What follows belongs to an exercise in optimizing a design on an open flow for small area and a short achievable clock period; a production flow would make more cautious choices.
RTL that was checked went through simulation tests only; none was proved equivalent to the original.
Function not checked in run 5: the RTL went through the layout flow alone.
Power is estimated from default activity; no workload was simulated.

$ cat design/flow/standard.sh
#!/bin/bash
# synth_recipe.tcl (not shown) runs the flow's synth.tcl, then flattens the netlist and writes it again
# the make line also repeats each setting of config.mk as NAME=value (left out here)
make -C /OpenROAD-flow-scripts/flow DESIGN_CONFIG=/design/flow/config.mk WORK_HOME=/design/flow/orfs CLKGATE_MAP_FILE= SYNTH_SCRIPT=/design/flow/synth_recipe.tcl "${@:-finish}"
$ cat design/flow/constraint.sdc
create_clock -name core_clock -period 7.0 [get_ports {clock}]
set_input_delay 1.4000 -clock core_clock [delete_from_list [all_inputs] [get_ports {clock}]]
set_output_delay 1.4000 -clock core_clock [all_outputs]
set_load 0.01 [all_outputs]
$ cat design/flow/flow/vars.sh
# ORFS variables for this flow (see run.sh)
# No full-adder cell mapping in synthesis: ABC maps the adders itself.
export ADDER_MAP_FILE=
# Port buffers: a plain buffer rather than the default pick (a delay cell).
export BUFFER_PORTS_ARGS="-buffer_cell sky130_fd_sc_hd__buf_2"
$ cat design/flow/flow/run.sh
#!/bin/bash
set -euo pipefail
here=$(cd "$(dirname "$0")" && pwd)
source "$here/vars.sh"
bash standard.sh > flow.log 2>&1
$ cat design/flow/config.mk
export PLATFORM = sky130hd
export DESIGN_NAME = pipelined_divider
export DESIGN_NICKNAME = pipelined_divider
export VERILOG_FILES = /design/flow/design.v
export SDC_FILE = /design/flow/constraint.sdc
export NUM_CORES = 4
export LEC_CHECK = 0
export ABC_AREA = 1
export ABC_CLOCK_PERIOD_IN_PS = 3000
export CAP_MARGIN = 20
export CORE_MARGIN = 2
export CORE_UTILIZATION = 40
export CTS_CLUSTER_DIAMETER = 80
export CTS_CLUSTER_SIZE = 30
export SETUP_SLACK_MARGIN = 4.25
export SLEW_MARGIN = 20
export TNS_END_PERCENT = 20
$ cat design/flow/design.v
`timescale 1ns/100ps
module pipelined_divider (input             clock,
                          input             reset,
                          input             input_valid,
                          input       [5:0] input_tag,
                          input      [23:0] divisor,
                          input      [31:0] dividend,
                          output reg        output_valid,
                          output reg  [5:0] output_tag,
                          output reg [31:0] quotient,
                          output reg [31:0] remainder);
    reg        v0;
    reg  [5:0] t0;
    reg [31:0] a0;
    reg [23:0] d0;
    reg        z0;
    reg        n0;
    wire       in_z = (divisor == 24'd0);
    always @(posedge clock) begin
        v0 <= reset ? 1'b0 : input_valid;
        t0 <= input_tag;
        a0 <= dividend ^ {32{dividend[31]}};   
        d0 <= {divisor[23:1], divisor[0] | in_z};
        z0 <= in_z;
        n0 <= dividend[31];
    end
    wire [31:0] x0 = a0;
    wire [1:0] x2 = {x0[31], x0[30]};
    wire [1:0] dl2 = d0[1:0];
    wire hz2 = (d0[23:2] == 22'd0);
    wire [3:0] dl2_3 = {2'd0, dl2} + {1'd0, dl2, 1'b0};
    wire [4:0] s2_1 = {3'd0, x2} - {3'd0, dl2};
    wire [4:0] s2_2 = {3'd0, x2} - {2'd0, dl2, 1'b0};
    wire [4:0] s2_3 = {3'd0, x2} - {1'd0, dl2_3};
    wire c2_1 = hz2 & ~s2_1[4], c2_2 = hz2 & ~s2_2[4], c2_3 = hz2 & ~s2_3[4];
    wire [1:0] r2_c = c2_2 ? (c2_3 ? s2_3[1:0] : s2_2[1:0]) : (c2_1 ? s2_1[1:0] : x2[1:0]);
    wire [3:0] x4 = {r2_c, x0[29], x0[28]};
    wire [3:0] dl4 = d0[3:0];
    wire hz4 = (d0[23:4] == 20'd0);
    wire [5:0] dl4_3 = {2'd0, dl4} + {1'd0, dl4, 1'b0};
    wire [6:0] s4_1 = {3'd0, x4} - {3'd0, dl4};
    wire [6:0] s4_2 = {3'd0, x4} - {2'd0, dl4, 1'b0};
    wire [6:0] s4_3 = {3'd0, x4} - {1'd0, dl4_3};
    wire c4_1 = hz4 & ~s4_1[6], c4_2 = hz4 & ~s4_2[6], c4_3 = hz4 & ~s4_3[6];
    wire [3:0] r4_c = c4_2 ? (c4_3 ? s4_3[3:0] : s4_2[3:0]) : (c4_1 ? s4_1[3:0] : x4[3:0]);
    reg        v1, n1, z1;
    reg  [5:0] t1;
    reg [23:0] d1;
    reg [27:0] a1;
    reg [31:28] q1;
    reg [3:0] r1;
    always @(posedge clock) begin
        v1 <= reset ? 1'b0 : v0;
        t1 <= t0;
        n1 <= n0;
        z1 <= z0;
        d1 <= d0;
        a1 <= x0[27:0];
        q1 <= {c2_2, (c2_2 ? c2_3 : c2_1), c4_2, (c4_2 ? c4_3 : c4_1)};
        r1 <= r4_c;
    end
    wire [5:0] x6 = {r1, a1[27], a1[26]};
    wire [5:0] dl6 = d1[5:0];
    wire hz6 = (d1[23:6] == 18'd0);
    wire [7:0] dl6_3 = {2'd0, dl6} + {1'd0, dl6, 1'b0};
    wire [8:0] s6_1 = {3'd0, x6} - {3'd0, dl6};
    wire [8:0] s6_2 = {3'd0, x6} - {2'd0, dl6, 1'b0};
    wire [8:0] s6_3 = {3'd0, x6} - {1'd0, dl6_3};
    wire c6_1 = hz6 & ~s6_1[8], c6_2 = hz6 & ~s6_2[8], c6_3 = hz6 & ~s6_3[8];
    wire [5:0] r6_c = c6_2 ? (c6_3 ? s6_3[5:0] : s6_2[5:0]) : (c6_1 ? s6_1[5:0] : x6[5:0]);
    reg        v2, n2, z2;
    reg  [5:0] t2;
    reg [23:0] d2;
    reg [25:0] a2;
    reg [31:26] q2;
    reg [5:0] r2;
    always @(posedge clock) begin
        v2 <= reset ? 1'b0 : v1;
        t2 <= t1;
        n2 <= n1;
        z2 <= z1;
        d2 <= d1;
        a2 <= a1[25:0];
        q2 <= {q1, c6_2, (c6_2 ? c6_3 : c6_1)};
        r2 <= r6_c;
    end
    wire [7:0] x8 = {r2, a2[25], a2[24]};
    wire [7:0] dl8 = d2[7:0];
    wire hz8 = (d2[23:8] == 16'd0);
    wire [9:0] dl8_3 = {2'd0, dl8} + {1'd0, dl8, 1'b0};
    wire [10:0] s8_1 = {3'd0, x8} - {3'd0, dl8};
    wire [10:0] s8_2 = {3'd0, x8} - {2'd0, dl8, 1'b0};
    wire [10:0] s8_3 = {3'd0, x8} - {1'd0, dl8_3};
    wire c8_1 = hz8 & ~s8_1[10], c8_2 = hz8 & ~s8_2[10], c8_3 = hz8 & ~s8_3[10];
    wire [7:0] r8_c = c8_2 ? (c8_3 ? s8_3[7:0] : s8_2[7:0]) : (c8_1 ? s8_1[7:0] : x8[7:0]);
    reg        v3, n3, z3;
    reg  [5:0] t3;
    reg [23:0] d3;
    reg [23:0] a3;
    reg [31:24] q3;
    reg [7:0] r3;
    always @(posedge clock) begin
        v3 <= reset ? 1'b0 : v2;
        t3 <= t2;
        n3 <= n2;
        z3 <= z2;
        d3 <= d2;
        a3 <= a2[23:0];
        q3 <= {q2, c8_2, (c8_2 ? c8_3 : c8_1)};
        r3 <= r8_c;
    end
    wire [9:0] x10 = {r3, a3[23], a3[22]};
    wire [9:0] dl10 = d3[9:0];
    wire hz10 = (d3[23:10] == 14'd0);
    wire [11:0] dl10_3 = {2'd0, dl10} + {1'd0, dl10, 1'b0};
    wire [12:0] s10_1 = {3'd0, x10} - {3'd0, dl10};
    wire [12:0] s10_2 = {3'd0, x10} - {2'd0, dl10, 1'b0};
    wire [12:0] s10_3 = {3'd0, x10} - {1'd0, dl10_3};
    wire c10_1 = hz10 & ~s10_1[12], c10_2 = hz10 & ~s10_2[12], c10_3 = hz10 & ~s10_3[12];
    wire [9:0] r10_c = c10_2 ? (c10_3 ? s10_3[9:0] : s10_2[9:0]) : (c10_1 ? s10_1[9:0] : x10[9:0]);
    reg        v4, n4, z4;
    reg  [5:0] t4;
    reg [23:0] d4;
    reg [21:0] a4;
    reg [31:22] q4;
    reg [9:0] r4;
    always @(posedge clock) begin
        v4 <= reset ? 1'b0 : v3;
        t4 <= t3;
        n4 <= n3;
        z4 <= z3;
        d4 <= d3;
        a4 <= a3[21:0];
        q4 <= {q3, c10_2, (c10_2 ? c10_3 : c10_1)};
        r4 <= r10_c;
    end
    wire [11:0] x12 = {r4, a4[21], a4[20]};
    wire [11:0] dl12 = d4[11:0];
    wire hz12 = (d4[23:12] == 12'd0);
    wire [13:0] dl12_3 = {2'd0, dl12} + {1'd0, dl12, 1'b0};
    wire [14:0] s12_1 = {3'd0, x12} - {3'd0, dl12};
    wire [14:0] s12_2 = {3'd0, x12} - {2'd0, dl12, 1'b0};
    wire [14:0] s12_3 = {3'd0, x12} - {1'd0, dl12_3};
    wire c12_1 = hz12 & ~s12_1[14], c12_2 = hz12 & ~s12_2[14], c12_3 = hz12 & ~s12_3[14];
    wire [11:0] r12_c = c12_2 ? (c12_3 ? s12_3[11:0] : s12_2[11:0]) : (c12_1 ? s12_1[11:0] : x12[11:0]);
    reg        v5, n5, z5;
    reg  [5:0] t5;
    reg [23:0] d5;
    reg [19:0] a5;
    reg [31:20] q5;
    reg [11:0] r5;
    always @(posedge clock) begin
        v5 <= reset ? 1'b0 : v4;
        t5 <= t4;
        n5 <= n4;
        z5 <= z4;
        d5 <= d4;
        a5 <= a4[19:0];
        q5 <= {q4, c12_2, (c12_2 ? c12_3 : c12_1)};
        r5 <= r12_c;
    end
    wire [13:0] x14 = {r5, a5[19], a5[18]};
    wire [13:0] dl14 = d5[13:0];
    wire hz14 = (d5[23:14] == 10'd0);
    wire [15:0] dl14_3 = {2'd0, dl14} + {1'd0, dl14, 1'b0};
    wire [16:0] s14_1 = {3'd0, x14} - {3'd0, dl14};
    wire [16:0] s14_2 = {3'd0, x14} - {2'd0, dl14, 1'b0};
    wire [16:0] s14_3 = {3'd0, x14} - {1'd0, dl14_3};
    wire c14_1 = hz14 & ~s14_1[16], c14_2 = hz14 & ~s14_2[16], c14_3 = hz14 & ~s14_3[16];
    wire [13:0] r14_c = c14_2 ? (c14_3 ? s14_3[13:0] : s14_2[13:0]) : (c14_1 ? s14_1[13:0] : x14[13:0]);
    reg        v6, n6, z6;
    reg  [5:0] t6;
    reg [23:0] d6;
    reg [25:0] d3_6;
    reg [17:0] a6;
    reg [31:18] q6;
    reg [13:0] r6;
    always @(posedge clock) begin
        v6 <= reset ? 1'b0 : v5;
        t6 <= t5;
        n6 <= n5;
        z6 <= z5;
        d6 <= d5;
        d3_6 <= {2'd0, d5} + {1'd0, d5, 1'b0};
        a6 <= a5[17:0];
        q6 <= {q5, c14_2, (c14_2 ? c14_3 : c14_1)};
        r6 <= r14_c;
    end
    wire [15:0] x16 = {r6, a6[17], a6[16]};
    wire [26:0] s16_1 = {11'd0, x16} - {3'd0, d6};
    wire [26:0] s16_2 = {11'd0, x16} - {2'd0, d6, 1'b0};
    wire [26:0] s16_3 = {11'd0, x16} - {1'd0, d3_6};
    wire c16_1 = ~s16_1[26], c16_2 = ~s16_2[26], c16_3 = ~s16_3[26];
    wire [15:0] r16_c = c16_2 ? (c16_3 ? s16_3[15:0] : s16_2[15:0]) : (c16_1 ? s16_1[15:0] : x16[15:0]);
    reg        v7, n7, z7;
    reg  [5:0] t7;
    reg [23:0] d7;
    reg [25:0] d3_7;
    reg [15:0] a7;
    reg [31:16] q7;
    reg [15:0] r7;
    always @(posedge clock) begin
        v7 <= reset ? 1'b0 : v6;
        t7 <= t6;
        n7 <= n6;
        z7 <= z6;
        d7 <= d6;
        d3_7 <= d3_6;
        a7 <= a6[15:0];
        q7 <= {q6, c16_2, (c16_2 ? c16_3 : c16_1)};
        r7 <= r16_c;
    end
    wire [17:0] x18 = {r7, a7[15], a7[14]};
    wire [26:0] s18_1 = {9'd0, x18} - {3'd0, d7};
    wire [26:0] s18_2 = {9'd0, x18} - {2'd0, d7, 1'b0};
    wire [26:0] s18_3 = {9'd0, x18} - {1'd0, d3_7};
    wire c18_1 = ~s18_1[26], c18_2 = ~s18_2[26], c18_3 = ~s18_3[26];
    wire [17:0] r18_c = c18_2 ? (c18_3 ? s18_3[17:0] : s18_2[17:0]) : (c18_1 ? s18_1[17:0] : x18[17:0]);
    reg        v8, n8, z8;
    reg  [5:0] t8;
    reg [23:0] d8;
    reg [25:0] d3_8;
    reg [13:0] a8;
    reg [31:14] q8;
    reg [17:0] r8;
    always @(posedge clock) begin
        v8 <= reset ? 1'b0 : v7;
        t8 <= t7;
        n8 <= n7;
        z8 <= z7;
        d8 <= d7;
        d3_8 <= d3_7;
        a8 <= a7[13:0];
        q8 <= {q7, c18_2, (c18_2 ? c18_3 : c18_1)};
        r8 <= r18_c;
    end
    wire [19:0] x20 = {r8, a8[13], a8[12]};
    wire [26:0] s20_1 = {7'd0, x20} - {3'd0, d8};
    wire [26:0] s20_2 = {7'd0, x20} - {2'd0, d8, 1'b0};
    wire [26:0] s20_3 = {7'd0, x20} - {1'd0, d3_8};
    wire c20_1 = ~s20_1[26], c20_2 = ~s20_2[26], c20_3 = ~s20_3[26];
    wire [19:0] r20_c = c20_2 ? (c20_3 ? s20_3[19:0] : s20_2[19:0]) : (c20_1 ? s20_1[19:0] : x20[19:0]);
    reg        v9, n9, z9;
    reg  [5:0] t9;
    reg [23:0] d9;
    reg [25:0] d3_9;
    reg [11:0] a9;
    reg [31:12] q9;
    reg [19:0] r9;
    always @(posedge clock) begin
        v9 <= reset ? 1'b0 : v8;
        t9 <= t8;
        n9 <= n8;
        z9 <= z8;
        d9 <= d8;
        d3_9 <= d3_8;
        a9 <= a8[11:0];
        q9 <= {q8, c20_2, (c20_2 ? c20_3 : c20_1)};
        r9 <= r20_c;
    end
    wire [21:0] x22 = {r9, a9[11], a9[10]};
    wire [26:0] s22_1 = {5'd0, x22} - {3'd0, d9};
    wire [26:0] s22_2 = {5'd0, x22} - {2'd0, d9, 1'b0};
    wire [26:0] s22_3 = {5'd0, x22} - {1'd0, d3_9};
    wire c22_1 = ~s22_1[26], c22_2 = ~s22_2[26], c22_3 = ~s22_3[26];
    wire [21:0] r22_c = c22_2 ? (c22_3 ? s22_3[21:0] : s22_2[21:0]) : (c22_1 ? s22_1[21:0] : x22[21:0]);
    reg        v10, n10, z10;
    reg  [5:0] t10;
    reg [23:0] d10;
    reg [25:0] d3_10;
    reg [9:0] a10;
    reg [31:10] q10;
    reg [21:0] r10;
    always @(posedge clock) begin
        v10 <= reset ? 1'b0 : v9;
        t10 <= t9;
        n10 <= n9;
        z10 <= z9;
        d10 <= d9;
        d3_10 <= d3_9;
        a10 <= a9[9:0];
        q10 <= {q9, c22_2, (c22_2 ? c22_3 : c22_1)};
        r10 <= r22_c;
    end
    wire [23:0] x24 = {r10, a10[9], a10[8]};
    wire [26:0] s24_1 = {3'd0, x24} - {3'd0, d10};
    wire [26:0] s24_2 = {3'd0, x24} - {2'd0, d10, 1'b0};
    wire [26:0] s24_3 = {3'd0, x24} - {1'd0, d3_10};
    wire c24_1 = ~s24_1[26], c24_2 = ~s24_2[26], c24_3 = ~s24_3[26];
    wire [23:0] r24_c = c24_2 ? (c24_3 ? s24_3[23:0] : s24_2[23:0]) : (c24_1 ? s24_1[23:0] : x24[23:0]);
    reg        v11, n11, z11;
    reg  [5:0] t11;
    reg [23:0] d11;
    reg [25:0] d3_11;
    reg [7:0] a11;
    reg [31:8] q11;
    reg [23:0] r11;
    always @(posedge clock) begin
        v11 <= reset ? 1'b0 : v10;
        t11 <= t10;
        n11 <= n10;
        z11 <= z10;
        d11 <= d10;
        d3_11 <= d3_10;
        a11 <= a10[7:0];
        q11 <= {q10, c24_2, (c24_2 ? c24_3 : c24_1)};
        r11 <= r24_c;
    end
    wire [25:0] x26 = {r11, a11[7], a11[6]};
    wire [26:0] s26_1 = {1'd0, x26} - {3'd0, d11};
    wire [26:0] s26_2 = {1'd0, x26} - {2'd0, d11, 1'b0};
    wire [26:0] s26_3 = {1'd0, x26} - {1'd0, d3_11};
    wire c26_1 = ~s26_1[26], c26_2 = ~s26_2[26], c26_3 = ~s26_3[26];
    wire [23:0] r26_c = c26_2 ? (c26_3 ? s26_3[23:0] : s26_2[23:0]) : (c26_1 ? s26_1[23:0] : x26[23:0]);
    reg        v12, n12, z12;
    reg  [5:0] t12;
    reg [23:0] d12;
    reg [25:0] d3_12;
    reg [5:0] a12;
    reg [31:6] q12;
    reg [23:0] r12;
    always @(posedge clock) begin
        v12 <= reset ? 1'b0 : v11;
        t12 <= t11;
        n12 <= n11;
        z12 <= z11;
        d12 <= d11;
        d3_12 <= d3_11;
        a12 <= a11[5:0];
        q12 <= {q11, c26_2, (c26_2 ? c26_3 : c26_1)};
        r12 <= r26_c;
    end
    wire [25:0] x28 = {r12, a12[5], a12[4]};
    wire [26:0] s28_1 = {1'd0, x28} - {3'd0, d12};
    wire [26:0] s28_2 = {1'd0, x28} - {2'd0, d12, 1'b0};
    wire [26:0] s28_3 = {1'd0, x28} - {1'd0, d3_12};
    wire c28_1 = ~s28_1[26], c28_2 = ~s28_2[26], c28_3 = ~s28_3[26];
    wire [23:0] r28_c = c28_2 ? (c28_3 ? s28_3[23:0] : s28_2[23:0]) : (c28_1 ? s28_1[23:0] : x28[23:0]);
    reg        v13, n13, z13;
    reg  [5:0] t13;
    reg [23:0] d13;
    reg [25:0] d3_13;
    reg [3:0] a13;
    reg [31:4] q13;
    reg [23:0] r13;
    always @(posedge clock) begin
        v13 <= reset ? 1'b0 : v12;
        t13 <= t12;
        n13 <= n12;
        z13 <= z12;
        d13 <= d12;
        d3_13 <= d3_12;
        a13 <= a12[3:0];
        q13 <= {q12, c28_2, (c28_2 ? c28_3 : c28_1)};
        r13 <= r28_c;
    end
    wire [25:0] x30 = {r13, a13[3], a13[2]};
    wire [26:0] s30_1 = {1'd0, x30} - {3'd0, d13};
    wire [26:0] s30_2 = {1'd0, x30} - {2'd0, d13, 1'b0};
    wire [26:0] s30_3 = {1'd0, x30} - {1'd0, d3_13};
    wire c30_1 = ~s30_1[26], c30_2 = ~s30_2[26], c30_3 = ~s30_3[26];
    wire [23:0] r30_c = c30_2 ? (c30_3 ? s30_3[23:0] : s30_2[23:0]) : (c30_1 ? s30_1[23:0] : x30[23:0]);
    reg        v14, n14, z14;
    reg  [5:0] t14;
    reg [23:0] d14;
    reg [1:0] a14;
    reg [31:2] q14;
    reg [23:0] r14;
    always @(posedge clock) begin
        v14 <= reset ? 1'b0 : v13;
        t14 <= t13;
        n14 <= n13;
        z14 <= z13;
        d14 <= d13;
        a14 <= a13[1:0];
        q14 <= {q13, c30_2, (c30_2 ? c30_3 : c30_1)};
        r14 <= r30_c;
    end
    wire [24:0] p31 = {r14, a14[1]};
    wire [25:0] s31 = {1'b0, p31} - {2'b0, d14};
    wire g31 = ~s31[25];
    wire [23:0] r31_c = g31 ? s31[23:0] : p31[23:0];
    reg        v15, n15, z15;
    reg  [5:0] t15;
    reg [23:0] d15;
    reg [0:0] a15;
    reg [31:1] q15;
    reg [23:0] r15;
    always @(posedge clock) begin
        v15 <= reset ? 1'b0 : v14;
        t15 <= t14;
        n15 <= n14;
        z15 <= z14;
        d15 <= d14;
        a15 <= a14[0:0];
        q15 <= {q14, g31};
        r15 <= r31_c;
    end
    wire [24:0] xf = {r15, a15[0]};
    wire [25:0] sf = {1'b0, xf} - {2'd0, d15};
    wire        gf = ~sf[25];
    wire [31:0] qf = {q15, gf};
    wire [25:0] xi = {1'b0, xf} + 26'd1;
    wire        e0 = (xi == {2'd0, d15});         
    wire        e1 = (xi == {1'b0, d15, 1'b0});   
    wire [30:0] qhn = -q15;
    wire [30:0] qsh = n15 ? ((gf | e0) ? ~q15 : qhn) : q15;
    wire        qs0 = gf ^ (n15 & (gf ? e1 : e0));
    wire [31:0] qs = {qsh, qs0};
    wire [23:0] rg1 = n15 ? (e1 ? 24'd0 : ~sf[23:0]) : sf[23:0];
    wire [23:0] rg0 = n15 ? (e0 ? 24'd0 : ~xf[23:0]) : xf[23:0];
    wire [7:0]  rs8 = {8{n15 & ~(gf ? e1 : e0)}};
    wire [31:0] rs = {rs8, gf ? rg1 : rg0};
    wire [31:0] qa = qf ^ {32{n15}};   
    always @(posedge clock) begin
        output_valid <= reset ? 1'b0 : v15;
        output_tag <= t15;
        quotient <= z15 ? {{31{~n15}}, 1'b1} : qs;
        remainder <= z15 ? qa : rs;
    end
endmodule
==> out/metrics.cfg, run 1 <==
[final_layout]
utilization_pct = 46.1
nNetsFinal = 12900
synthToLayoutAreaGrowth_pct = 14.4
drive_gt1_share_pct = 10.8

[synth]
ys_types = 71
synth_area_um2 = 81800
yosysSeqAreaShare_pct = 38.2
synthCells = 12600
avgSynthCellArea_um2 = 6.48
ys_ff_latch = 1560
ys.flop_type = dfxtp_1
async_flop_share_pct = 0
ys_warn_count = 1
synth_edf_count = 0
synth_fp_nets = 12700

[worst_setup_path]
crit_arrival_ps = 1440
path_depth = 1
worstReg2RegStart = r7[8]
crit_path_end_kind = primary output
required_ps = 5600
critPathLaunch = remainder[13]
critPathCapture = remainder[13]
timing.critical_path.buf_inv = 1
crit_chain = buf_2
critPathLaunchType = register
max_stage_delay_ps = 460
cp_max_fo = 1
r2r_setup_slack_ps = 4190
rr_endpoint = r8[6]
worstRegToRegCells = 13
slowest_stage = dfxtp_1
critical_path_class = register to primary output
critical_path.top_delay_family = flip-flops

[floorplanning]
io_pins = 136
die_h_um = 456
core.rowCount = 165
initial_core_util_pct = 40.3
dieWidth_um = 456
design.core.area_um2 = 203000
die-area_um2 = 208000

[cts]
clkLatencyLatePin_ps = 830
cts_max_level = 3
cts-root-buf = clkbuf_16
cts.path.max_buffers = 3
cts_tree = done
hold_buffers = 0
cts.reportedPaths.clkPinSlew_ps = 100
numCtsBuffers = 98
clock_sinks = 1560

[global_routing]
grt_remaining_overflow = 0
grt.total_usage_pct = 28.5
antenna_found_initial = 12
grt_pass1_vias = 75300
grt_max_degree = 60
grt_pass1_wl_mm = 461

[outcome]
outcome = no timing/DRC/antenna violations

[timing]
worst_slew_pin_slew_ps = 950
skew_ps = 60.6
slew_violations = 0
rsz0062_at_grt = yes
setup_viol = 0
finalCriticalPeriod_ps = 2840
hold_viol = 0
fin_setup_tns_ps = 0
whs_ps = 308
max_freq_ghz = 0.352
slew_headroom_pct = 36.7
period_share_pct = 40.6

[power]
p_leak_nw = 45.1
power.density_nw_per_um2 = 394
ir_drop_mv = 0.251
p_total_mw = 36.8

[place]
post-dp-hpwl_mm = 252
globalplace.congestion = 0.995
port-buffer-count = 135

[drt]
ant_nets = 0
vias = 82200
wirelength_mm = 315
dr.pass1.iters = 7
viasPerCell = 5.26
drt_iter0_drc = 7563
drc = 0
wire_per_inst_um = 20.1

[hold_path]
hp-class = register to register

[flow_run]
max_cap_violations = 0

-- layout make-up --
| cell class | count | area [um2] |
|---|---|---|
| Fill cell | 21200 | 109000 |
| Multi-Input combinational cell | 9149 | 45200 |
| Sequential cell | 1560 | 31700 |
| Inverter | 1740 | 6720 |
| Tap cell | 2672 | 3340 |
| Clock buffer | 104 | 2520 |
| Timing Repair Buffer | 301 | 2490 |
| Clock inverter | 72 | 1500 |
| Timing Repair inverter | 6 | 46.3 |
| Antenna cell | 11 | 27.5 |
-- worst min-delay path by stage --
stage	startpoint	to	slack, ps	cells after the start
4_1_cts	n14	n15	310	0
3_5_place_dp	z14	z15	310	0
6_report	n14	n15	310	0
2_1_floorplan	a9[0]	a10[0]	310	0
5_1_grt	q3[24]	q4[24]	320	0
3_3_place_gp	q2[31]	q3[31]	310	0
-- state kept, by name, indices dropped and copies added, names as in the netlist, 26 cells and up --
name / cells
d3_13: 26
d3_10: 26
a1: 28
d3_7: 26
a0: 31
q14: 30
d3_6: 26
d3_12: 26
q12: 26
d3_11: 26
d3_9: 26
d3_8: 26
q13: 28
q15: 31
quotient: 32
remainder: 32
a2: 26
-- report_power, final --
| part | switching, mW | internal (mW) |
|---|---|---|
| Combinational | 12.2 | 5.69 |
| Sequential | 1.68 | 10.2 |
| Clock | 3.95 | 3.13 |
-- what timing repair did --
action | 4_1_cts | 5_1_grt
endpoints found under the hold margin | 0 | 0
setup buffers | 28 | 88
setup endpoints to repair | 341 | 362
gates resized for setup | 280 | 771
cloned | 10 | 16
pin swaps | 11 | 71
-- cell usage in the layout, fill, tap and decap left out, types with 108 or more instances in the layout --
cell type,synthesis,routed
nand4_1,141,141
xor2_1,394,392
dfxtp_2,0,165
nor2_2,15,170
or2_2,119,119
o21ai_0,741,665
dfxtp_1,1560,1333
inv_1,1710,1664
nor3_1,151,132
xnor2_1,186,178
buf_2,80,137
clkbuf_16,0,108
nand3_1,694,682
nor2_1,2217,2023
a21oi_1,796,751
o211ai_1,160,160
nand2_1,3042,2946
buf_4,8,116
-- synth_stat cells, drive strengths merged (4+ instances only) --
master,number,area share (%)
a21oi,797,4.9
nand3,702,4.4
xor2,394,4.2
o21ai,790,4.9
or2,125,0.96
o21a,23,0.21
a211oi,14,0.13
clkbuf,71,0.33
nand2,3057,14
buf,104,0.67
o211ai,161,1.5
a2111oi,4,0.043
nand4,145,1.1
and2,10,0.077
nor4,57,0.44
o21bai,69,0.63
a21boi,36,0.33
xnor2,187,2.0
a221oi,9,0.096
nor2,2236,10
o22ai,16,0.12
a31oi,43,0.33
nor3,151,0.92
nand3b,43,0.39
and3,12,0.092
dfxtp,1560,38
o221ai,7,0.075
a21o,20,0.18
inv,1737,8.0
-- per-layer routing --
metal / wire [um] / global-route usage, % / share of wire [%] / vias up
met1: 141000 / 38.8 / 45 / 38300
met5: 13 / 0 / 0.0041 / -
li1: - / - / - / 40500
met4: 13600 / 11.0 / 4.3 / 2
met2: 142000 / 46.5 / 45 / 2801
met3: 18600 / 2.95 / 5.9 / 555
-- through the flow --
stage | setup WS (ps) | cell area [um2] | instances
6_report | 4160 | 93600 | 15600
5_1_grt | 4090 | 93500 | 15600
4_1_cts | 4040 | 90400 | 15500
3_5_place_dp | 3100 | 85300 | 15300
3_3_place_gp | 3110 | 85300 | 15300
2_1_floorplan | 4770 | 81800 | 12600
-- kinds of logic (layout without fill, tap and decap cells) --
group / Yosys count / after routing / share of synthesized area, %
AND/OR/NAND/NOR: 6547 / 6554 / 32.9
other: 1 / 12 / 0.00459
multiplexers: 1 / 1 / 0.0138
flip-flops: 1560 / 1560 / 38.2
adder cells (fa/ha/maj): 1 / 1 / 0.0122
AO/OA/AOI/OAI: 2010 / 2010 / 13.6
buffers and inverters: 1915 / 2223 / 8.99
XOR/XNOR: 582 / 582 / 6.26
==> run 2, diff against run 1 <==
--- a/design/flow/config.mk
+++ b/design/flow/config.mk
@@ -12,6 +12,6 @@
 export CORE_UTILIZATION = 40
 export CTS_CLUSTER_DIAMETER = 80
 export CTS_CLUSTER_SIZE = 30
-export SETUP_SLACK_MARGIN = 4.25
+export SETUP_SLACK_MARGIN = 4.4
 export SLEW_MARGIN = 20
-export TNS_END_PERCENT = 20
+export TNS_END_PERCENT = 5
==> run 2 against run 1 <==
Compared with the run above:
- still clean on timing, DRC and antenna
- maximum frequency is 3.2% higher
- worst hold slack worse by 4.8 ps
- critical path depth is 14 higher
- clock skew is 6.2 ps higher
- sequential power hardly changed
- critical path type is now register to register
- highest routed layer unchanged
==> out/metrics.cfg, run 2 <==
[final_layout]
layout_common_cells = 2897 x nand2_1, 1948 x nor2_1, 1617 x inv_1
top_regs = quotient (32), remainder (32)
layout_commonest_cell = nand2_1
nNetsFinal = 13000  ; +0.42%
drive_gt1_share_pct = 13.6  ; +2.8 points
synthToLayoutAreaGrowth_pct = 16.4

[worst_setup_path]
r2r_setup_slack_ps = 4250  ; +60 ps
required_ps = 7660  ; +2060 ps
cp_max_fo = 12  ; +11
critical_path_class = register to register
rr_endpoint = r11[17]
crit_path_end_kind = register
critPathLaunchType = register
worstReg2RegStart = r10[10]
worstRegToRegCells = 15  ; +2
crit_arrival_ps = 3410  ; +1970 ps

[place]
port-buffer-count = 135  ; unchanged
post-dp-hpwl_mm = 252  ; unchanged
globalplace.congestion = 0.995  ; unchanged

[global_routing]
grt.total_usage_pct = 28.7  ; +0.19 points
grt_pass1_vias = 75500  ; +0.33%
grt_max_degree = 61  ; +1.7%
antenna_found_initial = 13  ; +1
grt_pass1_wl_mm = 463  ; +0.59%
grt_remaining_overflow = 0  ; unchanged

[timing]
worst_slew_pin_slew_ps = 937  ; -12.8 ps
whs_ps = 303  ; -4.83 ps
rsz0062_at_grt = yes
skew_ps = 66.8  ; +6.16 ps
finalCriticalPeriod_ps = 2750  ; -88.4 ps
slew_headroom_pct = 37.5  ; +0.85 points
slew_violations = 0  ; unchanged
max_freq_ghz = 0.363  ; +3.2%
setup_viol = 0  ; unchanged
hold_viol = 0  ; unchanged
fin_setup_tns_ps = 0  ; unchanged
period_share_pct = 39.3  ; -1.3 points

[flow_run]
max_cap_violations = 0  ; unchanged

[synth]
avgSynthCellArea_um2 = 6.48  ; unchanged
yosysSeqAreaShare_pct = 38.2  ; unchanged
ys_ff_latch = 1560  ; unchanged
async_flop_share_pct = 0  ; unchanged
ys_warn_count = 1  ; unchanged
netlist.area_leader.share_pct = 38.2  ; unchanged
synth_area_um2 = 81800  ; unchanged
synth_top_cell_by_area = dfxtp_1
synth.most_common_cell = nand2_1
synthCells = 12600  ; unchanged
synthTopCellsByCount = 3042 x nand2_1, 2217 x nor2_1, 1710 x inv_1
synth_edf_count = 0  ; unchanged
ys_types = 71  ; unchanged
ys_top_cells_by_area = dfxtp_1 38%, nand2_1 14%, nor2_1 10%
synth_fp_nets = 12700  ; unchanged
ys.flop_type = dfxtp_1

[floorplanning]
core.rowCount = 165  ; unchanged
io_pins = 136  ; unchanged
dieWidth_um = 456  ; unchanged
die_h_um = 456  ; unchanged
initial_core_util_pct = 40.3  ; unchanged
die-area_um2 = 208000  ; unchanged
design.core.area_um2 = 203000  ; unchanged

[drt]
wire_per_inst_um = 20.2  ; +0.39%
vias = 82700  ; +0.59%
viasPerCell = 5.28  ; +0.30%
drc = 0  ; unchanged
drt_iter0_drc = 7901  ; +4.5%
wirelength_mm = 317  ; +0.69%
dr.pass1.iters = 8  ; +1
ant_nets = 0  ; unchanged

[cts]
cts_tree = done
cts-root-buf = clkbuf_16
cts_max_level = 3  ; unchanged
clock_sinks = 1560  ; unchanged
cts.reportedPaths.clkPinSlew_ps = 110  ; about the same
clkLatencyLatePin_ps = 830  ; about the same
numCtsBuffers = 98  ; unchanged
cts.path.max_buffers = 3  ; unchanged

[hold_path]
min_path_cells = 0  ; unchanged
hp-class = register to register
holdPathEnd = n15
hold_path.startpoint = n14

[power]
p_leak_nw = 45.6  ; +0.98%
power.density_nw_per_um2 = 393  ; -0.15%
ir_drop_mv = 0.244  ; -2.9%

[outcome]
outcome = no timing/DRC/antenna violations

==> run 2: worst max path at each step <==
stage                  startpoint       endpoint  cells past startpoint
floorplan            dividend[31]          a0[0]                      3
global placement          r15[16]    quotient[8]                     18
detailed placement        r15[16]    quotient[8]                     18
CTS                 remainder[17]  remainder[17]                      1
global route              d3_9[1]        r10[20]                     15
finish                    r10[10]        r11[17]                     15
==> run 2: per-layer routing <==
layer  GRT usage [%]  wire length, um
met2            46.7           142000
met1            38.9           142000
met4            11.3            14200
met3            3.07            18300
met5               0               13
==> run 2: worst max-delay path, cell delays in order, from the launching register on <==
cell,delay (ps)
dfxtp_2,380
inv_1,120
nor2_1,80
nor2_1,350
nand2_1,120
o21ai_0,180
nor2_1,80
nand2_2,140
a21o_1,160
nand2_1,90
nand2_4,100
buf_12,160
clkinvlp_4,120
buf_12,150
o211ai_1,180
nand2_1,170
==> run 2: where the power goes <==
group	internal (mW)	switching, mW	leakage (nW)	total (mW)
clock	3.13	3.95	1.87	7.08
combinational	5.94	12.4	30.6	18.4
sequential	10.3	1.71	13.1	12.0
total	19.3	18.1	45.6	37.4
==> run 2: logic make-up (layout without fill, tap and decap cells) <==
| family | after synthesis | count (layout) | synth area share, % |
|---|---|---|---|
| buffers and inverters | 1915 | 2276 | 8.99 |
| other | 1 | 4 | 0.00459 |
| adder cells (fa/ha/maj) | 1 | 1 | 0.0122 |
| XOR/XNOR | 582 | 582 | 6.26 |
| AO/OA/AOI/OAI | 2010 | 2010 | 13.6 |
| AND/OR/NAND/NOR | 6547 | 6555 | 32.9 |
| flip-flops | 1560 | 1560 | 38.2 |
| multiplexers | 1 | 1 | 0.0138 |
==> run 2: layout make-up <==
| type | count | area [um2] |
|---|---|---|
| fill | 21000 | 108000 |
| clock inverter | 72 | 1500 |
| clock buffer | 104 | 2520 |
| timing repair inverter | 7 | 50.0 |
| antenna | 3 | 7.51 |
| timing repair buffer | 353 | 3020 |
| inverter | 1740 | 6710 |
| tap | 2672 | 3340 |
| multi-input combinational | 9150 | 46200 |
| sequential | 1560 | 31900 |
==> run 2: per-stage QoR <==
stage / std cells / util, % / power, mW / area, um2 / setup slack [ps]
after floorplan: 12600 / - / 22.4 / 81800 / 4770
after global placement: 15300 / 42.1 / 28.1 / 85300 / 3110
after detailed placement: 15300 / 42.1 / 28.0 / 85300 / 3100
after CTS: 15500 / 45.0 / 35.9 / 91300 / 4210
after global routing: 15700 / 46.9 / 39.7 / 95200 / 4170
final: 15700 / 46.9 / 37.4 / 95200 / 4250
==> run 2: timing repair <==
action | in CTS | in global routing
pin swaps | 23 | 120
setup endpoints to repair | 395 | 402
buffers inserted | 42 | 124
gates resized for setup | 509 | 993
hold buffers | 0 | 0
cloned | 16 | 14
==> run 3, diff against run 2 <==
--- a/design/flow/config.mk
+++ b/design/flow/config.mk
@@ -12,6 +12,6 @@
 export CORE_UTILIZATION = 40
 export CTS_CLUSTER_DIAMETER = 80
 export CTS_CLUSTER_SIZE = 30
-export SETUP_SLACK_MARGIN = 4.4
+export SETUP_SLACK_MARGIN = 4.35
 export SLEW_MARGIN = 20
-export TNS_END_PERCENT = 5
+export TNS_END_PERCENT = 20
==> run 3 against run 2 <==
Compared with the run above:
- register-to-register slack improved by 50 ps
- worst hold slack improved by 3.6 ps
- clock skew decreased by 5.1 ps
- critical endpoint is now remainder[15]
- largest power group unchanged
==> out/metrics.cfg, run 3 <==
[worst_setup_path]
critPathCapture = remainder[15]
crit_arrival_ps = 1340  ; -2070 ps
cp_max_fo = 1  ; -11
path_depth = 1  ; -14
worstRegToRegCells = 12  ; -3
critical_path.top_delay_family = flip-flops
required_ps = 5600  ; -2060 ps
crit_path_end_kind = primary output
slowest_stage = dfxtp_4
rr_endpoint = r14[17]
worstReg2RegStart = r13[7]
critical_path_class = register to primary output
r2r_setup_slack_ps = 4300  ; +50 ps
critPathLaunchType = register
max_stage_delay_ps = 400  ; +20 ps
critPathLaunch = remainder[15]
timing.critical_path.buf_inv = 1  ; -3
crit_chain = buf_2

[power]
power.density_nw_per_um2 = 393  ; about the same
swShare_pct = 48.4  ; about the same
power_switching_mw = 18.2  ; +0.58%
internal-power_mw = 19.4  ; +0.63%
p_leak_nw = 45.7  ; +0.40%
power_frac_comb_pct = 49.4  ; +0.3 points
p_total_mw = 37.6  ; +0.61%
p_clk_share_pct = 18.8  ; about the same
seq_power_share_pct = 31.8  ; -0.2 points
ir_drop_mv = 0.253  ; +3.7%

[synth]
ys_types = 71  ; unchanged
async_flop_share_pct = 0  ; unchanged
ys.flop_type = dfxtp_1
synthCells = 12600  ; unchanged
synthTopCellsByCount = 3042 x nand2_1, 2217 x nor2_1, 1710 x inv_1
synth_fp_nets = 12700  ; unchanged
synth_top_cell_by_area = dfxtp_1
ys_warn_count = 1  ; unchanged
synth_edf_count = 0  ; unchanged
ys_ff_latch = 1560  ; unchanged
synth_area_um2 = 81800  ; unchanged
yosysSeqAreaShare_pct = 38.2  ; unchanged
avgSynthCellArea_um2 = 6.48  ; unchanged
netlist.area_leader.share_pct = 38.2  ; unchanged
synth.most_common_cell = nand2_1
ys_top_cells_by_area = dfxtp_1 38%, nand2_1 14%, nor2_1 10%

[global_routing]
grt_pass1_wl_mm = 464  ; about the same
grt_pass1_vias = 75500  ; -0.030%
antenna_found_initial = 13  ; unchanged
grt_remaining_overflow = 0  ; unchanged
grt_max_degree = 61  ; unchanged
grt.total_usage_pct = 28.7  ; about the same

[place]
dp_cells = 15300  ; unchanged
port-buffer-count = 135  ; unchanged
globalplace.congestion = 0.995  ; unchanged
post-dp-hpwl_mm = 252  ; unchanged

[timing]
skew_ps = 61.7  ; -5.08 ps
setup_viol = 0  ; unchanged
hold_viol = 0  ; unchanged
slew_violations = 0  ; unchanged
fin_setup_tns_ps = 0  ; unchanged
max_freq_ghz = 0.365  ; +0.41%
rsz0062_at_grt = yes
worst_slew_pin_slew_ps = 972  ; +35.7 ps
period_share_pct = 39.2  ; -0.16 points
slew_headroom_pct = 35.2  ; -2.4 points
finalCriticalPeriod_ps = 2740  ; -11.2 ps

[drt]
viasPerCell = 5.27  ; -0.20%
ant_nets = 0  ; unchanged
drt_iter0_drc = 7986  ; +1.1%
wirelength_mm = 318  ; +0.44%
vias = 82700  ; +0.0085%
dr.pass1.iters = 7  ; -1
drc = 0  ; unchanged
wire_per_inst_um = 20.3  ; +0.24%

[floorplanning]
die_h_um = 456  ; unchanged
io_pins = 136  ; unchanged
initial_core_util_pct = 40.3  ; unchanged
dieWidth_um = 456  ; unchanged
core.rowCount = 165  ; unchanged
design.core.area_um2 = 203000  ; unchanged
die-area_um2 = 208000  ; unchanged

[cts]
numCtsBuffers = 98  ; unchanged
cts_tree = done
cts-root-buf = clkbuf_16
cts_max_level = 3  ; unchanged
cts.path.max_buffers = 3  ; unchanged
clkLatencyLatePin_ps = 830  ; about the same
clock_sinks = 1560  ; unchanged
cts.reportedPaths.clkPinSlew_ps = 100  ; about the same

[final_layout]
layout_common_cells = 2879 x nand2_1, 1907 x nor2_1, 1615 x inv_1
layout_commonest_cell = nand2_1
nNetsFinal = 13000  ; +0.21%
drive_gt1_share_pct = 14.6  ; +0.99 points
top_regs = quotient (32), remainder (32)
final_cells = 15700  ; +0.20%
synthToLayoutAreaGrowth_pct = 17.2

[outcome]
outcome = no timing/DRC/antenna violations

[hold_path]
hp-class = register to register

[flow_run]
max_cap_violations = 0  ; unchanged

-- run 3: power groups by stage --
stage	Clock [mW]	Sequential (mW)	Combinational (mW)
6_report	7.08	12.0	18.6
5_1_grt	7.58	12.0	20.3
4_1_cts	7.26	11.8	16.8
3_5_place_dp	0	11.9	16.0
3_3_place_gp	0	11.9	16.1
2_1_floorplan	0	11.0	11.4
-- run 3: cell families (layout without fill, tap and decap cells) --
family | Yosys count | in the layout | share of synthesized area, %
simple gates | 6547 | 6555 | 32.9
compound gates | 2010 | 2010 | 13.6
buf+inv | 1915 | 2303 | 8.99
flops | 1560 | 1560 | 38.2
xor+xnor | 582 | 582 | 6.26
fa+ha+maj | 1 | 1 | 0.0122
other cells | 1 | 9 | 0.00459
mux | 1 | 1 | 0.0138
-- run 3: cell type report --
type | instances | area, um2
multi-input cells | 9150 | 46500
inverters | 1740 | 6710
repair inverters | 8 | 55.1
well taps | 2672 | 3340
flip-flops and latches | 1560 | 31900
clock buffers | 104 | 2520
clock inverters | 72 | 1500
diodes | 8 | 20.0
fillers | 21000 | 107000
repair buffers | 379 | 3290
-- run 3: through the flow --
step	setup WS, ps	cell area (um2)	util (%)	hold slack, ps
6_report	4260	95800	47.3	307
3_5_place_dp	3100	85300	42.1	312
2_1_floorplan	4770	81800	-	310
4_1_cts	4200	91400	45.1	311
5_1_grt	4200	95800	47.3	318
3_3_place_gp	3110	85300	42.1	310
-- run 3: layer usage --
metal / GRT usage, % / vias to the layer above / part of all wire, %
met5: 0 / - / 0.0041
met4: 11.4 / 2 / 4.5
li1: - / 40700 / -
met3: 3.06 / 553 / 5.9
met2: 46.7 / 2848 / 45
met1: 39.0 / 38600 / 45
-- run 3: worst min path at each step --
stage / start / end / slack (ps) / cells after the start
after floorplan: a9[0] / a10[0] / 310 / 0
after global placement: q2[31] / q3[31] / 310 / 0
after detailed placement: z14 / z15 / 310 / 0
after CTS: n14 / n15 / 310 / 0
after global routing: q3[24] / q4[24] / 320 / 0
final: n14 / n15 / 310 / 0
-- run 3: what timing repair did --
| item | CTS | global route |
|---|---|---|
| setup buffers | 44 | 143 |
| cloned | 17 | 19 |
| hold buffers | 0 | 0 |
| endpoints found under the hold margin | 0 | 0 |
| endpoints found under the setup margin | 389 | 394 |
| resized for setup | 494 | 1144 |
| pin swaps | 27 | 128 |
==> run 4, diff against run 3 <==
--- a/design/flow/config.mk
+++ b/design/flow/config.mk
@@ -9,7 +9,7 @@
 export ABC_CLOCK_PERIOD_IN_PS = 3000
 export CAP_MARGIN = 20
 export CORE_MARGIN = 2
-export CORE_UTILIZATION = 40
+export CORE_UTILIZATION = 45
 export CTS_CLUSTER_DIAMETER = 80
 export CTS_CLUSTER_SIZE = 30
 export SETUP_SLACK_MARGIN = 4.35
==> run 4 against run 3 <==
Compared with the run above:
- flip-flop and latch count did not move
- maximum frequency fell by 1.2%
- clock power barely moved
- die area fell by 11%
- register-to-register slack got worse by 70 ps
- critical path type is now register to register
- cell count fell by 2.1%
- synthesized area did not move
- highest routed layer unchanged
- critical endpoint is now r12[14]
- combinational power barely moved
==> out/metrics.cfg, run 4 <==
[worst_setup_path]
max_stage_delay_ps = 370  ; -30 ps
worstRegToRegCells = 14  ; +2
required_ps = 7660  ; +2060 ps
critPathLaunchType = register
critical_path_class = register to register
crit_chain = inv_1 > nor2_2 > nor2_2 > inv_1 > nor2_1 > nand2_1 > o21ai_2 > nand3_1 > nand3_2 > buf_12 > inv_8 > or2_2 > o211ai_1 > nand2_1
crit_path_end_kind = register
cp_max_fo = 17  ; +16
crit_arrival_ps = 3430  ; +2090 ps
slowest_stage = dfxtp_1

[final_layout]
drive_gt1_share_pct = 12.8  ; -1.8 points
layout_common_cells = 2936 x nand2_1, 1950 x nor2_1, 1641 x inv_1
nNetsFinal = 13000  ; -0.22%
synthToLayoutAreaGrowth_pct = 15.2
layout_commonest_cell = nand2_1
nFillCells = 18200  ; -13%
fin_area_um2 = 94200  ; -1.7%
top_regs = quotient (32), remainder (32)

[cts]
cts-root-buf = clkbuf_16
cts.reportedPaths.clkPinSlew_ps = 100  ; about the same
hold_buffers = 0  ; unchanged
numCtsBuffers = 100  ; +2.0%
clkLatencyLatePin_ps = 810  ; -20 ps
cts.path.max_buffers = 3  ; unchanged
cts_max_level = 3  ; unchanged
clock_sinks = 1560  ; unchanged
cts_tree = done

[floorplanning]
dieWidth_um = 430  ; -5.7%
core.rowCount = 156  ; -5.5%
initial_core_util_pct = 45.2  ; +4.9 points
design.core.area_um2 = 181000  ; -11%
io_pins = 136  ; unchanged
die-area_um2 = 185000  ; -11%
die_h_um = 430  ; -5.7%

[timing]
max_freq_ghz = 0.361  ; -1.2%
worst_slew_pin_slew_ps = 994  ; +21.7 ps
finalCriticalPeriod_ps = 2770  ; +32.1 ps
slew_violations = 0  ; unchanged
period_share_pct = 39.6  ; +0.46 points
whs_ps = 309  ; +2.44 ps
setup_slack_ps = 4230  ; -32.1 ps
setup_viol = 0  ; unchanged
skew_ps = 47.1  ; -14.6 ps
hold_viol = 0  ; unchanged
slew_headroom_pct = 33.7  ; -1.4 points
fin_setup_tns_ps = 0  ; unchanged
rsz0062_at_grt = yes

[hold_path]
min_path_cells = 0  ; unchanged
hp-class = register to register

[synth]
synth_edf_count = 0  ; unchanged
avgSynthCellArea_um2 = 6.48  ; unchanged
ys.flop_type = dfxtp_1
synthMuxAreaShare_pct = 0.0138  ; unchanged
async_flop_share_pct = 0  ; unchanged
synth_fa_ha_area_share_pct = 0.0122  ; unchanged
synth-compound-area-share_pct = 13.6  ; unchanged
netlist.area_leader.share_pct = 38.2  ; unchanged
yosys.area_share.simple_pct = 32.9  ; unchanged
synth_area_um2 = 81800  ; unchanged
yosysSeqAreaShare_pct = 38.2  ; unchanged
synthCells = 12600  ; unchanged
synth_top_family_by_area = simple AND/OR/NAND/NOR gates
synth_xor_area_share_pct = 6.26  ; unchanged
ys_ff_latch = 1560  ; unchanged
ys_top_cells_by_area = dfxtp_1 38%, nand2_1 14%, nor2_1 10%
synth.most_common_cell = nand2_1
ys_warn_count = 1  ; unchanged
synth_top_cell_by_area = dfxtp_1
synth_fp_nets = 12700  ; unchanged
ys_types = 71  ; unchanged
synthTopCellsByCount = 3042 x nand2_1, 2217 x nor2_1, 1710 x inv_1

[global_routing]
grt_pass1_wl_mm = 456  ; -1.6%
antenna_found_initial = 16  ; +3
grt_max_degree = 103  ; +69%
grt_remaining_overflow = 0  ; unchanged
grt.total_usage_pct = 31.9  ; +3.1 points
grt_pass1_vias = 76500  ; +1.3%

[place]
globalplace.congestion = 0.999  ; +0.45%
port-buffer-count = 135  ; unchanged
placed_area_um2 = 84800  ; -0.50%
post-dp-hpwl_mm = 246  ; -2.6%
place_ws_ps = 2930  ; -169 ps

[drt]
ant_nets = 0  ; unchanged
dr.pass1.iters = 7  ; unchanged
drt_iter0_drc = 7966  ; -0.25%
vias = 82300  ; -0.47%
wirelength_mm = 310  ; -2.6%
wire_per_inst_um = 20.2  ; -0.47%
viasPerCell = 5.36  ; +1.7%
drc = 0  ; unchanged

[outcome]
outcome = no timing/DRC/antenna violations

[power]
power.density_nw_per_um2 = 399  ; +1.5%
p_leak_nw = 45.4  ; -0.68%
ir_drop_mv = 0.251  ; -0.69%

[flow_run]
max_cap_violations = 0  ; unchanged

[run 4: layout make-up]
type | instances | area, um2 | area share, %
diodes | 3 | 7.51 | 0.00797
clock buffers | 105 | 2560 | 2.72
clock inverters | 73 | 1420 | 1.51
inverters | 1740 | 6710 | 7.12
multi-input cells | 9151 | 45800 | 48.7
flip-flops and latches | 1560 | 31800 | 33.7
well taps | 2370 | 2970 | 3.15
repair buffers | 348 | 2860 | 3.04
repair inverters | 8 | 63.8 | 0.0677
[run 4: path summary, 6_finish.rpt]
check,from,to,slack (ps)
hold reg to reg,q13[7],q14[7],310
hold / removal,q13[7],q14[7],310
setup / recovery,r11[6],r12[14],4230
setup reg to reg,r11[6],r12[14],4230
[run 4: worst max-delay path, delay by kind of cell (launching register included)]
family / cells / cell delay (ps)
simple gates: 8 / 1390
compound gates: 2 / 360
buf+inv: 4 / 470
flops: 1 / 370
[run 4: report_power, final]
part / total [mW] / internal [mW] / switching (mW) / leakage (nW)
Clock: 7.05 / 3.18 / 3.87 / 1.88
Sequential: 11.9 / 10.2 / 1.67 / 13.1
Combinational: 18.6 / 5.99 / 12.6 / 30.5
[run 4: metrics by stage]
stage	utilization (%)	power, mW	cells
after floorplan	-	22.4	12600
after global placement	46.9	28.1	15000
after detailed placement	46.9	28.1	15000
after CTS	50.3	36.2	15200
after global routing	52.1	39.8	15400
final	52.1	37.6	15400
[run 4: kinds of logic after synthesis]
kind of cell / after synthesis
AO/OA/AOI/OAI: 2010
flip-flops: 1560
multiplexers: 1
buffers and inverters: 1915
adder cells (fa/ha/maj): 1
other: 1
XOR/XNOR: 582
AND/OR/NAND/NOR: 6547
[run 4: routing by layer]
metal	part of all wire, %	vias up	track usage, %
met3	5.9	711	3.33
met4	6.2	6	17.4
met5	0.015	-	0
met2	45	2989	52.6
met1	42	37900	40.9
li1	-	40700	-
[run 4: timing repair]
item | 4_1_cts | 5_1_grt
setup endpoints to repair | 384 | 390
buffers inserted | 58 | 111
gates resized for setup | 527 | 826
pin swaps | 36 | 98
cloned | 15 | 14
==> run 5, diff against run 4 <==
--- a/design/flow/design.v
+++ b/design/flow/design.v
@@ -399,18 +399,14 @@
     wire [24:0] xf = {r15, a15[0]};
     wire [25:0] sf = {1'b0, xf} - {2'd0, d15};
     wire        gf = ~sf[25];
+    wire [23:0] rf = gf ? sf[23:0] : xf[23:0];
     wire [31:0] qf = {q15, gf};
     wire [25:0] xi = {1'b0, xf} + 26'd1;
-    wire        e0 = (xi == {2'd0, d15});         
-    wire        e1 = (xi == {1'b0, d15, 1'b0});   
+    wire        ex = gf ? (xi == {1'b0, d15, 1'b0}) : (xi == {2'd0, d15});
     wire [30:0] qhn = -q15;
-    wire [30:0] qsh = n15 ? ((gf | e0) ? ~q15 : qhn) : q15;
-    wire        qs0 = gf ^ (n15 & (gf ? e1 : e0));
-    wire [31:0] qs = {qsh, qs0};
-    wire [23:0] rg1 = n15 ? (e1 ? 24'd0 : ~sf[23:0]) : sf[23:0];
-    wire [23:0] rg0 = n15 ? (e0 ? 24'd0 : ~xf[23:0]) : xf[23:0];
-    wire [7:0]  rs8 = {8{n15 & ~(gf ? e1 : e0)}};
-    wire [31:0] rs = {rs8, gf ? rg1 : rg0};
+    wire [31:0] qn = gf ? {~q15, 1'b1} : {qhn, 1'b0};   
+    wire [31:0] qs = n15 ? (ex ? ~qf : qn) : qf;
+    wire [31:0] rs = n15 ? (ex ? 32'd0 : ~{8'd0, rf}) : {8'd0, rf};
     wire [31:0] qa = qf ^ {32{n15}};   
     always @(posedge clock) begin
         output_valid <= reset ? 1'b0 : v15;
--- a/design/flow/config.mk
+++ b/design/flow/config.mk
@@ -9,9 +9,8 @@
 export ABC_CLOCK_PERIOD_IN_PS = 3000
 export CAP_MARGIN = 20
 export CORE_MARGIN = 2
-export CORE_UTILIZATION = 45
+export CORE_UTILIZATION = 40
 export CTS_CLUSTER_DIAMETER = 80
 export CTS_CLUSTER_SIZE = 30
-export SETUP_SLACK_MARGIN = 4.35
+export SETUP_SLACK_MARGIN = 4.25
 export SLEW_MARGIN = 20
-export TNS_END_PERCENT = 20
==> run 5 against run 4 <==
Compared with the run above:
- still clean on timing, DRC and antenna
- critical path depth increased by 8
- via count decreased by 8.3%
- non-clock buffer count increased by 192
- routed wire length decreased by 17%
- clock skew increased by 2.9 ps
- design area decreased by 0.39%
- worst hold slack improved by 9.3 ps
==> out/metrics.cfg, run 5 <==
[floorplanning]
die_h_um = 444  ; +3.3%
dieWidth_um = 444  ; +3.3%
io_pins = 136  ; unchanged
die-area_um2 = 197000  ; +6.7%
core.rowCount = 161  ; +3.2%
initial_core_util_pct = 40.3  ; -5.0 points
design.core.area_um2 = 193000  ; +6.5%

[drt]
drc = 0  ; unchanged
ant_nets = 0  ; unchanged
wire_per_inst_um = 17.5  ; -13%
wirelength_mm = 259  ; -17%
drt_iter0_drc = 5457  ; -31%
dr.pass1.iters = 7  ; unchanged
vias = 75500  ; -8.3%
viasPerCell = 5.11  ; -4.6%

[timing]
max_freq_ghz = 0.318  ; -12%
hold_viol = 0  ; unchanged
slew_headroom_pct = 23.5  ; -10 points
setup_slack_ps = 3850  ; -376 ps
skew_ps = 50.0  ; +2.88 ps
setup_viol = 0  ; unchanged
worst_slew_pin_slew_ps = 1140  ; +142 ps
period_share_pct = 45.0  ; +5.4 points
fin_setup_tns_ps = 0  ; unchanged
rsz0062_at_grt = yes
finalCriticalPeriod_ps = 3150  ; +376 ps
slew_violations = 0  ; unchanged

[worst_setup_path]
cp_max_fo = 8  ; -9
critPathCapture = quotient[24]
required_ps = 7670  ; about the same
rr_endpoint = quotient[24]
critPathLaunch = d15[5]
crit_arrival_ps = 3820  ; +390 ps
critical_path_class = register to register
worstReg2RegStart = d15[5]
critPathLaunchType = register
crit_path_end_kind = register
r2r_setup_slack_ps = 3850  ; -380 ps
worstRegToRegCells = 22  ; +8

[place]
dp_cells = 14200  ; -5.1%
globalplace.congestion = 0.945  ; -5.4%
port-buffer-count = 135  ; unchanged
place_ws_ps = 1580  ; -1360 ps
post-dp-hpwl_mm = 196  ; -20%

[global_routing]
met1_usage_pct = 32.3  ; -8.6 points
grt.total_usage_pct = 24.6  ; -7.3 points
grt_pass1_wl_mm = 386  ; -15%
antenna_found_initial = 5  ; -11
met2_usage_pct = 42.6  ; -10 points
grt_max_degree = 70  ; -32%
grt_remaining_overflow = 0  ; unchanged
busiest_layer = met2
grtUsageMet3_pct = 2.68  ; -0.65 points
grt_pass1_vias = 69200  ; -9.5%

[cts]
cts_max_level = 3  ; unchanged
numCtsBuffers = 96  ; -4.0%
cts_tree = done
clkLatencyLatePin_ps = 780  ; -30 ps
hold_buffers = 0  ; unchanged
cts-root-buf = clkbuf_16
cts.reportedPaths.clkPinSlew_ps = 110  ; about the same
clock_sinks = 1560  ; unchanged
cts.path.max_buffers = 3  ; unchanged

[synth]
async_flop_share_pct = 0  ; unchanged
synth_fp_nets = 11800  ; -7.3%
synthTopCellsByCount = 2294 x nor2_1, 2255 x nand2_1, 1800 x inv_1
netlist.area_leader.share_pct = 40.3  ; +2.1 points
synth_edf_count = 0  ; unchanged
ys_warn_count = 1  ; unchanged
avgSynthCellArea_um2 = 6.64  ; +2.4%
ys_types = 62  ; -13%
ys.flop_type = dfxtp_1
ys_ff_latch = 1560  ; unchanged
ys_top_cells_by_area = dfxtp_1 40%, nor2_1 11%, nand2_1 11%
yosysSeqAreaShare_pct = 40.3  ; +2.1 points
synth.most_common_cell = nor2_1
synth_top_cell_by_area = dfxtp_1
synthCells = 11700  ; -7.4%
synth_area_um2 = 77600  ; -5.1%

[flow_run]
max_cap_violations = 0  ; unchanged

[final_layout]
diodes = 0  ; -3
layout_commonest_cell = nor2_1
final_cells = 14800  ; -3.9%
top_regs = quotient (32), remainder (32)
synthToLayoutAreaGrowth_pct = 21.0
nNetsFinal = 12200  ; -5.7%
drive_gt1_share_pct = 17.3  ; +4.5 points
layout_common_cells = 2056 x nor2_1, 2022 x nand2_1, 1708 x inv_1

[power]
ir_drop_mv = 0.246  ; -1.9%
power.density_nw_per_um2 = 387  ; -2.8%
p_leak_nw = 44.8  ; -1.3%

[outcome]
outcome = no timing/DRC/antenna violations

[hold_path]
hp-class = register to register

-- run 5: changes by cell type after synthesis, moves of 48 or more --
cell      before   now
buf_2         80    23
clkbuf_1      71   130
inv_1       1710  1800
nand2_1     3042  2255
nand3_1      694   560
nand4_1      141    65
nor2_1      2217  2294
nor3_1       151   103
o211ai_1     160    95
xnor2_1      186   136
-- run 5: metrics by stage --
step | cell area (um2) | util (%) | hold slack, ps | power, mW
2_1_floorplan | 77600 | - | 310 | 21.4
5_1_grt | 93800 | 48.7 | 316 | 38.8
3_3_place_gp | 81000 | 42.1 | 310 | 26.0
6_report | 93800 | 48.7 | 318 | 36.3
4_1_cts | 89000 | 46.2 | 312 | 34.5
3_5_place_dp | 81000 | 42.1 | 312 | 26.0
-- run 5: cell type report --
| cell class | count | area [um2] |
|---|---|---|
| fill | 19300 | 98700 |
| multi-input combinational | 8141 | 43200 |
| sequential | 1560 | 31700 |
| inverter | 1827 | 7030 |
| timing repair buffer | 540 | 5150 |
| tap | 2526 | 3160 |
| clock buffer | 100 | 2450 |
| clock inverter | 62 | 1110 |
| timing repair inverter | 5 | 36.3 |
-- run 5: critical path, stage by stage (launching register included) --
cell,delay (ps)
dfxtp_1,430
nor2_2,90
nor2_2,230
nand2_1,140
nor2_1,120
nand2_1,90
nand2_4,150
nand2_8,90
nand2_8,150
buf_12,160
nand2_4,50
nand4_1,110
nand2_1,70
nor2_1,100
nand2_1,70
nor2_2,150
nand3_4,170
buf_12,190
clkbuf_16,160
nand3b_1,100
nand2_1,90
nand2_1,80
nand2_1,40
-- run 5: cell families (layout without fill, tap and decap cells) --
| logic type | count (synthesis) | after routing | share of synthesized area [%] |
|---|---|---|---|
| AND/OR/NAND/NOR | 5557 | 5566 | 29.2 |
| AO/OA/AOI/OAI | 1999 | 1999 | 14.3 |
| buffers and inverters | 1997 | 2534 | 9.78 |
| flip-flops | 1560 | 1560 | 40.3 |
| XOR/XNOR | 572 | 572 | 6.46 |
| multiplexers | 2 | 2 | 0.0258 |
| adder cells (fa/ha/maj) | 1 | 1 | 0.0129 |
| other | 1 | 1 | 0.00483 |
-- run 5: worst min path at each step --
| stage | start | endpoint | slack [ps] | cells after the start |
|---|---|---|---|---|
| 6_report | t2[1] | t3[1] | 320 | 0 |
| 4_1_cts | a9[8] | a10[8] | 310 | 0 |
| 3_3_place_gp | q4[22] | q5[22] | 310 | 0 |
| 3_5_place_dp | a9[3] | a10[3] | 310 | 0 |
| 2_1_floorplan | a9[0] | a10[0] | 310 | 0 |
| 5_1_grt | q6[22] | q7[22] | 320 | 0 |
-- run 5: routing by layer --
metal	wire, um	vias to the layer above	share of wire (%)
li1	-	37900	-
met1	115000	35200	44
met2	123000	2018	48
met3	12700	387	4.9
met4	7510	0	2.9
met5	0	-	0
-- run 5: power by group --
part	internal [mW]	leakage [nW]	switching [mW]
combinational	6.62	30.1	11.8
sequential	10.2	13.1	1.26
clock	2.89	1.69	3.62
-- run 5: repair_timing --
item,in CTS,in global routing
gates resized for setup,782,1061
buffers inserted,166,165
pin swaps,104,258
gates cloned,32,17
setup endpoints to repair,356,330

[afterwards: timing with drivers on the ports]
How much do the figures lean on ideal ports? The routed layouts below were timed once more, with nothing changed but the port constraints.
Step 1 (the two cells are an assumption about what drives the block):
set clk [get_ports {clock}]
set_driving_cell -lib_cell sky130_fd_sc_hd__clkbuf_16 $clk
set_driving_cell -lib_cell sky130_fd_sc_hd__buf_2 [delete_from_list [all_inputs] $clk]
Step 2 also shifts input and output timing later by t, the mid clock arrival at the registers, as if the neighbouring blocks saw the same clock.
Three values: ideal ports, drivers, drivers and shift; two values: the first two.
run	shift t [ns]	setup WS [ns]	clock arrival spread, ns	worst data-port slew with drivers (ns)
run 1	0.870	4.159 / 4.077 / 3.889	0.085 / 0.084	0.10
run 2	0.869	4.248 / 4.181 / 3.927	0.084 / 0.083	0.10
run 3	0.872	4.259 / 4.176 / 3.905	0.084 / 0.084	0.10
run 4	0.866	4.227 / 4.212 / 4.211	0.058 / 0.058	0.11
run 5	0.844	3.851 / 3.851 / 3.851	0.056 / 0.056	0.07
After both steps every run listed still meets setup and hold. The setup slack of run 3, which loses most, moves by -0.083 ns with the drivers and by -0.354 ns with both steps.
